This is an optimization exercise on Yosys and OpenROAD, whose aim is small area and a short achievable clock period, not a production implementation. Only simulation tests tie the RTL to the original design; equivalence was not proved.

## red
==> module riscv, before the edit <==
module riscv(
	input clk,
	input reset,
	output [31:0] iram_addr,
	input  [31:0] iram_data,
	output dram_read,
	output dram_write,
	output [31:0] dram_addr,
	output [31:0] dram_data_out,
	input  [31:0] dram_data_in
);
reg [31:0] pc;
reg [31:0] registers [1:31];
assign iram_addr = pc;
wire [31:0] instruction = iram_data;
wire [4:0] rd  = instruction[11:7];
wire [4:0] rs1 = instruction[19:15];
wire [4:0] rs2 = instruction[24:20];
wire is_load, is_store, is_branch, is_lui, is_rtype, is_itype, regwrite;
decoder decoder1(.instruction(instruction), .is_load(is_load), .is_store(is_store),
	.is_branch(is_branch), .is_lui(is_lui), .is_rtype(is_rtype), .is_itype(is_itype),
	.regwrite(regwrite));
wire [31:1] sel1, sel2;
wire [31:1] sel1b;
dec5 d1(.a(rs1), .en(1'b1), .y(sel1));
dec5 d1b(.a(rs1), .en(1'b1), .y(sel1b));
dec5 d2(.a(rs2), .en(instruction[5] | ~instruction[4]), .y(sel2));    
wire [31:0] immI = {20'd0, instruction[31:20]};
wire [31:0] rs1_val, rs2_val;
genvar g, k;
generate
	for (g = 0; g < 32; g = g + 1) begin : rd_bit
		wire [31:1] col;
		for (k = 1; k < 32; k = k + 1) begin : c
			assign col[k] = registers[k][g];
		end
		rf_bit p1(.sel(g < 16 ? sel1 : sel1b), .val(col), .e(1'b0), .v(1'b0), .q(rs1_val[g]));
		rf_bit p2(.sel(sel2), .val(col), .e(is_itype), .v(immI[g]), .q(rs2_val[g]));
	end
endgenerate
wire [11:0] imm12 = is_store ? {instruction[31:25], instruction[11:7]} : instruction[31:20];
wire [31:0] addr_sum;
add12z u_addr(.a(rs1_val), .b(imm12), .s(addr_sum));
wire [31:0] wdata;
wire eq;
alu alu1(.a(rs1_val), .d(rs2_val), .instruction(instruction), .is_rtype(is_rtype),
	.is_itype(is_itype), .is_load(is_load), .is_lui(is_lui),
	.din(dram_data_in), .wdata(wdata), .eq(eq));
assign dram_addr = addr_sum;
assign dram_data_out = rs2_val;
assign dram_write = is_store;
assign dram_read = is_load;
always @(posedge clk) begin
	if (regwrite && rd != 5'd0)
		registers[rd] <= wdata;
end
wire take = is_branch & eq;
wire [31:0] pc_nxt;
pc_next u_pcn(.pc(pc), .immb({instruction[31], instruction[7], instruction[30:25], instruction[11:8]}),
	.take(take), .nxt(pc_nxt));
always @(posedge clk) begin
	if (reset) pc <= 32'd0;
	else pc <= pc_nxt;
end
endmodule
clock: 12.0 ns
lec_check: 0
cap_margin: 20
core_margin: 2
core_utilization: 40
cts_buf_list: sky130_fd_sc_hd__clkbuf_8
cts_cluster_diameter: 90
cts_cluster_size: 14
setup_slack_margin: 4
slew_margin: 20
synth_hierarchical: 1
standard.sh (not shown) runs the stock make flow with config.mk's settings and CLKGATE_MAP_FILE= SYNTH_SCRIPT=/design/flow/synth_recipe.tcl, a recipe that flattens the netlist after the stock synthesis.
==> flow/flow/run.sh <==
#!/bin/bash
# The standard layout (the standard.sh, all ORFS steps), with one change:
# the port buffers that global placement inserts on every input and output are
# sky130_fd_sc_hd__buf_2 rather than the tool's default pick (a slow delay cell).
set -euo pipefail
export BUFFER_PORTS_ARGS="-buffer_cell sky130_fd_sc_hd__buf_2"
bash standard.sh > standard.log 2>&1
No stage failed in red, and the final checks on the layout all came back clean.
Input changes introduced in blue (baseline for comparison: red):
--- a/flow/design.v
+++ b/flow/design.v
@@ -927,24 +927,26 @@
 	.is_branch(is_branch), .is_lui(is_lui), .is_rtype(is_rtype), .is_itype(is_itype),
 	.regwrite(regwrite));
 wire [31:1] sel1, sel2;
 wire [31:1] sel1b;
 dec5 d1(.a(rs1), .en(1'b1), .y(sel1));
 dec5 d1b(.a(rs1), .en(1'b1), .y(sel1b));
-dec5 d2(.a(rs2), .en(instruction[5] | ~instruction[4]), .y(sel2));    
+wire [31:1] sel2b;
+dec5 d2(.a(rs2), .en(~is_itype), .y(sel2));
+dec5 d2b(.a(rs2), .en(~is_itype), .y(sel2b));
 wire [31:0] immI = {20'd0, instruction[31:20]};
 wire [31:0] rs1_val, rs2_val;
 genvar g, k;
 generate
 	for (g = 0; g < 32; g = g + 1) begin : rd_bit
 		wire [31:1] col;
 		for (k = 1; k < 32; k = k + 1) begin : c
 			assign col[k] = registers[k][g];
 		end
 		rf_bit p1(.sel(g < 16 ? sel1 : sel1b), .val(col), .e(1'b0), .v(1'b0), .q(rs1_val[g]));
-		rf_bit p2(.sel(sel2), .val(col), .e(is_itype), .v(immI[g]), .q(rs2_val[g]));
+		rf_bit p2(.sel(g < 16 ? sel2 : sel2b), .val(col), .e(is_itype), .v(immI[g]), .q(rs2_val[g]));
 	end
 endgenerate
 wire [11:0] imm12 = is_store ? {instruction[31:25], instruction[11:7]} : instruction[31:20];
 wire [31:0] addr_sum;
 add12z u_addr(.a(rs1_val), .b(imm12), .s(addr_sum));
 wire [31:0] wdata;
[summary]
red → blue: instance count of the mapped netlist climbed 1.4%; setup slack of the worst register-to-register path went up by 20 ps; fraction of the cycle the final worst path needs increased by 0.22 points relative to the old numbers; transition time of the tightest slew-check pin has decreased; clock-pin slew of the registers on the worst-case setup and hold paths saw little to no change. In terms of xor/xnor cell area share of the yosys netlist, blue and red differ only marginally. Compared with red, in blue final design instance area without fill up about 1.1%, maximum frequency now sits lower. Row clock latency at the later pin of the worst-skew pair: blue lower / red higher.

==> what the ideal ports hide <==
The flow's constraints put no driver on any port. The routed layouts listed below were extracted and timed again, unchanged, in two steps.
Step 1, drivers: a clkbuf_16 drives clk and a buf_2 each remaining input, both assumed.
Step 2 adds t to the input delays and takes it off the output delays; t is the mean of the earliest and latest rising clock arrival at the registers after step 1. Input paths then give back, and output paths get back, about the clock's delay inside the block.
Slacks: no drivers / after step 1 / after step 2; pairs: no drivers / after step 1.
run	shift t [ns]	setup slack, ns	worst hold slack (ns)	slew at the worst register clock pin (ns)
red	0.828	4.017 / 3.915 / 3.382	0.565 / 0.565 / 0.565	0.11 / 0.11
blue	0.804	3.990 / 3.782 / 3.352	0.575 / 0.575 / 0.575	0.11 / 0.11
After both steps every run listed still meets setup and hold. For blue, which loses most, drivers alone change the setup slack by -0.208 ns; drivers and shift together by -0.638 ns.
